From an optimization exercise on the open Yosys and OpenROAD flow, aimed at small area and a short achievable clock period; shortcuts taken in it are not production practice. The RTL was checked by simulation tests, not by an equivalence proof against the original design.

==> branch sierra: inputs <==
// demapper
module demapper #(
  parameter MAX_BITS = 5
)(
  input clk,
  input rst,                    
  input enable,                 
  input [15:0] x_real,
  input [15:0] x_imag,
  input [3:0]  coding_rate,
  output reg [MAX_BITS-1:0] bits,
  output reg valid_out
);
==> flow/config.mk <==
export PLATFORM = sky130hd
export DESIGN_NAME = demapper
export DESIGN_NICKNAME = demapper
export VERILOG_FILES = /design/flow/design.v
export SDC_FILE = /design/flow/constraint.sdc
export NUM_CORES = 4
export LEC_CHECK = 0
export CAP_MARGIN = 20
export CORE_MARGIN = 2
export CORE_UTILIZATION = 40
export CTS_BUF_LIST = sky130_fd_sc_hd__clkbuf_8
export CTS_CLUSTER_DIAMETER = 60
export CTS_CLUSTER_SIZE = 18
export SLEW_MARGIN = 20
==> flow/constraint.sdc <==
create_clock -name core_clock -period 85.0 [get_ports {clk}]
set_input_delay 17.0000 -clock core_clock [delete_from_list [all_inputs] [get_ports {clk}]]
set_output_delay 17.0000 -clock core_clock [all_outputs]
set_load 0.01 [all_outputs]
standard.sh (not shown) runs the stock make flow with config.mk's settings and CLKGATE_MAP_FILE= SYNTH_SCRIPT=/design/flow/synth_recipe.tcl, a recipe that flattens the netlist after the stock synthesis.
==> flow/flow/run.sh <==
#!/bin/bash
set -uo pipefail
ARGS="BUFFER_PORTS_ARGS=-buffer_cell sky130_fd_sc_hd__buf_2"
CTS="CTS_ARGS=-sink_clustering_enable -repair_clock_nets -dont_use_dummy_load -sink_clustering_size 18 -sink_clustering_max_diameter 60 -buf_list sky130_fd_sc_hd__clkbuf_8"
R=orfs/results/${FLOW_PLATFORM:-sky130hd}/demapper/base
bash standard.sh "$ARGS" synth > standard_synth.log 2>&1 || exit 1
cp $R/1_2_yosys.v netlist_standard.v
if python3 flow/fapol.py netlist_standard.v netlist_fapol.v > fapol.log 2>&1; then
  KEPLER=$(command -v kepler-formal || echo $FLOW_HOME/../tools/install/kepler-formal/bin/kepler-formal)
  LIB=$FLOW_HOME/platforms/sky130hd/lib/sky130_fd_sc_hd__tt_025C_1v80.lib
  mkdir -p kepler_run
  cat > kepler.yml <<EOT
format: verilog
input_paths:
  - $PWD/netlist_standard.v
  - $PWD/netlist_fapol.v
liberty_files:
  - $LIB
log_file: $PWD/kepler_detail.log
report_json: $PWD/kepler_report.json
verilog_design1_top: $FLOW_TOP
verilog_design2_top: $FLOW_TOP
EOT
  if (cd kepler_run && timeout 600 $KEPLER --config ../kepler.yml) > kepler.log 2>&1 \
     && grep -q "No difference was found." kepler.log \
     && grep -q "Verdict: EQUIVALENT" kepler.log; then
    echo "fapol netlist proven equivalent by kepler-formal; using it" >> fapol.log
    cp netlist_fapol.v $R/1_2_yosys.v
    touch $R/1_2_yosys.v
  else
    echo "fapol netlist not proven; keeping the standard netlist" >> fapol.log
  fi
fi
bash standard.sh "$ARGS" "$CTS" finish > standard_finish.log 2>&1 || exit 1
Other scripts of this flow, unchanged in this note and not shown: flow/flow/fapol.py
==> branch lagoon (differences from branch sierra) <==
--- a/flow/flow/run.sh
+++ b/flow/flow/run.sh
@@ -3,3 +3,2 @@
 ARGS="BUFFER_PORTS_ARGS=-buffer_cell sky130_fd_sc_hd__buf_2"
-CTS="CTS_ARGS=-sink_clustering_enable -repair_clock_nets -dont_use_dummy_load -sink_clustering_size 18 -sink_clustering_max_diameter 60 -buf_list sky130_fd_sc_hd__clkbuf_8"
 R=orfs/results/${FLOW_PLATFORM:-sky130hd}/demapper/base
@@ -33,2 +32,2 @@
 fi
-bash standard.sh "$ARGS" "$CTS" finish > standard_finish.log 2>&1 || exit 1
+bash standard.sh "$ARGS" finish > standard_finish.log 2>&1 || exit 1
==> comparison <==
Branch lagoon went through all stages and came out clean. Branch sierra completed without violations. In synthesized area, branch lagoon and branch sierra do not differ. In die area, branch lagoon and branch sierra do not differ. In branch lagoon the sequential share of layout area is lower than in branch sierra, by 0.29 points.

==> job 381: inputs <==
Another version of the RTL of demapper (not shown whole).
Settings: LEC_CHECK=0, CAP_MARGIN=20, CORE_MARGIN=2, CORE_UTILIZATION=60, CTS_BUF_LIST=sky130_fd_sc_hd__clkbuf_4 sky130_fd_sc_hd__clkbuf_8, CTS_CLUSTER_SIZE=20, SLEW_MARGIN=20; clock period 85.0 ns.
==> flow/flow/run.sh <==
#!/bin/bash
# The standard layout, with plain buffers (buf_2) on the ports instead of the
# delay buffers buffer_ports picks by default. Everything else is the standard flow's own flow.
set -euo pipefail
bash standard.sh "BUFFER_PORTS_ARGS=-buffer_cell sky130_fd_sc_hd__buf_2" finish > standard_flow.log 2>&1
==> inputs of job 2434, as changes to job 381 <==
==> flow/run.sh (new file) <==
#!/bin/bash
# synth_recipe.tcl (not shown) runs the flow's synth.tcl, then flattens the netlist and writes it again
# the make line also repeats each setting of config.mk as NAME=value (left out here)
make -C /OpenROAD-flow-scripts/flow DESIGN_CONFIG=/design/flow/config.mk WORK_HOME=/design/flow/orfs CLKGATE_MAP_FILE= SYNTH_SCRIPT=/design/flow/synth_recipe.tcl finish
- CORE_UTILIZATION: 60 -> 40
- CTS_BUF_LIST: sky130_fd_sc_hd__clkbuf_4 sky130_fd_sc_hd__clkbuf_8 -> not set
- CTS_CLUSTER_SIZE: 20 -> not set
removed: flow/flow/run.sh
removed: flow/standard.sh
==> comparison <==
Job 2434 ran to the end with no violations. Job 381 finished with timing, DRC and antenna clean.
Global-route usage: job 381 is higher than job 2434 (8.6 points).
Non-clock buffer count: job 381 is lower than job 2434 (4).
Via count: job 2434 is smaller than job 381 (2.7%).
Against job 2434, the worst hold slack of job 381 is worse by 30 ps.
Of job 381 and job 2434, job 381 has the higher clock skew (gap 13 ps).
Against job 381, the routed wire length of job 2434 is lower by about 4.5%.
Of job 2434 and job 381, job 2434 has the higher die area (gap 49%, measured against job 381).
Between job 381 and job 2434, the lower maximum frequency is in job 2434 (gap about 2.2%, measured against job 2434).
Final area: job 2434 is larger than job 381 (2.0%).
Of job 381 and job 2434, job 2434 has the higher cell count (gap 6.8%, measured against job 2434).
==> figures <==
quantity                                                 job 381         job 2434
Setup WS pre-CTS                                        67590 ps         67110 ps
Inst Count DP                                               3619             3945
Final instance area                                    36410 µm²        37140 µm²
Routed Wire Length                                      62450 µm         59670 µm
CTS clk-pin slew, worst paths                              60 ps            70 ps
Number of diodes                                               1                0
Finished Core Util                                        66.09%           45.09%
Worst R2R Setup Slack                                   68560 ps         68570 ps
Nets@finish                                                 3693             3669
CTS Root Buffer Type                                    clkbuf_8        clkbuf_16
Worst path max stage delay                                310 ps           540 ps
Multi-input logic area                                 21690 µm²        21720 µm²
Post-Place Cell Area                                   34540 µm²        35200 µm²
Final-layout worst hold slack                           291.1 ps         321.1 ps
GR met3 Demand/Resource                                   3.559%           2.080%
Met1 usage in global routing                              30.69%           19.68%
Destination of the critical timing path                  bits[1]          bits[0]
Met1 Routed Length                                      27600 µm         27350 µm
Final Cycle Share                                         21.27%           21.73%
Layout overhead on the synthesized area                   8.985%           11.19%
Slowest library cell on the worst path                   dfxtp_1  clkdlybuf4s50_1
Result of the run                       timing/DRC/antenna clean  timing/DRC/antenna clean
Clock buffer and inverter area fraction after layout      5.134%           5.191%

==> re-timing with driven ports <==
The results above use ideal ports. As a check the final layouts listed here were re-extracted and re-timed, cells and wires unchanged.
Step 1: set_driving_cell puts a clkbuf_16 on clk and a buf_2 on each other input, an assumption about the parent block.
Step 2 adds t to the input delays and takes it off the output delays; t is the mean of the earliest and latest rising clock arrival at the registers after step 1. Input paths then give back, and output paths get back, about the clock's delay inside the block.
Slacks: no drivers / after step 1 / after step 2; pairs: no drivers / after step 1.
run | shift t [ns] | setup WS [ns] | latest minus earliest clock arrival (ns)
branch sierra | 0.663 | 66.915 / 66.860 / 67.053 | 0.068 / 0.068
branch lagoon | 0.686 | 66.896 / 66.842 / 67.088 | 0.027 / 0.028
job 381 | 0.718 | 66.920 / 66.861 / 67.579 | 0.070 / 0.070
job 2434 | 0.665 | 66.526 / 66.463 / 67.128 | 0.058 / 0.058
After both steps every run listed still meets setup and hold.
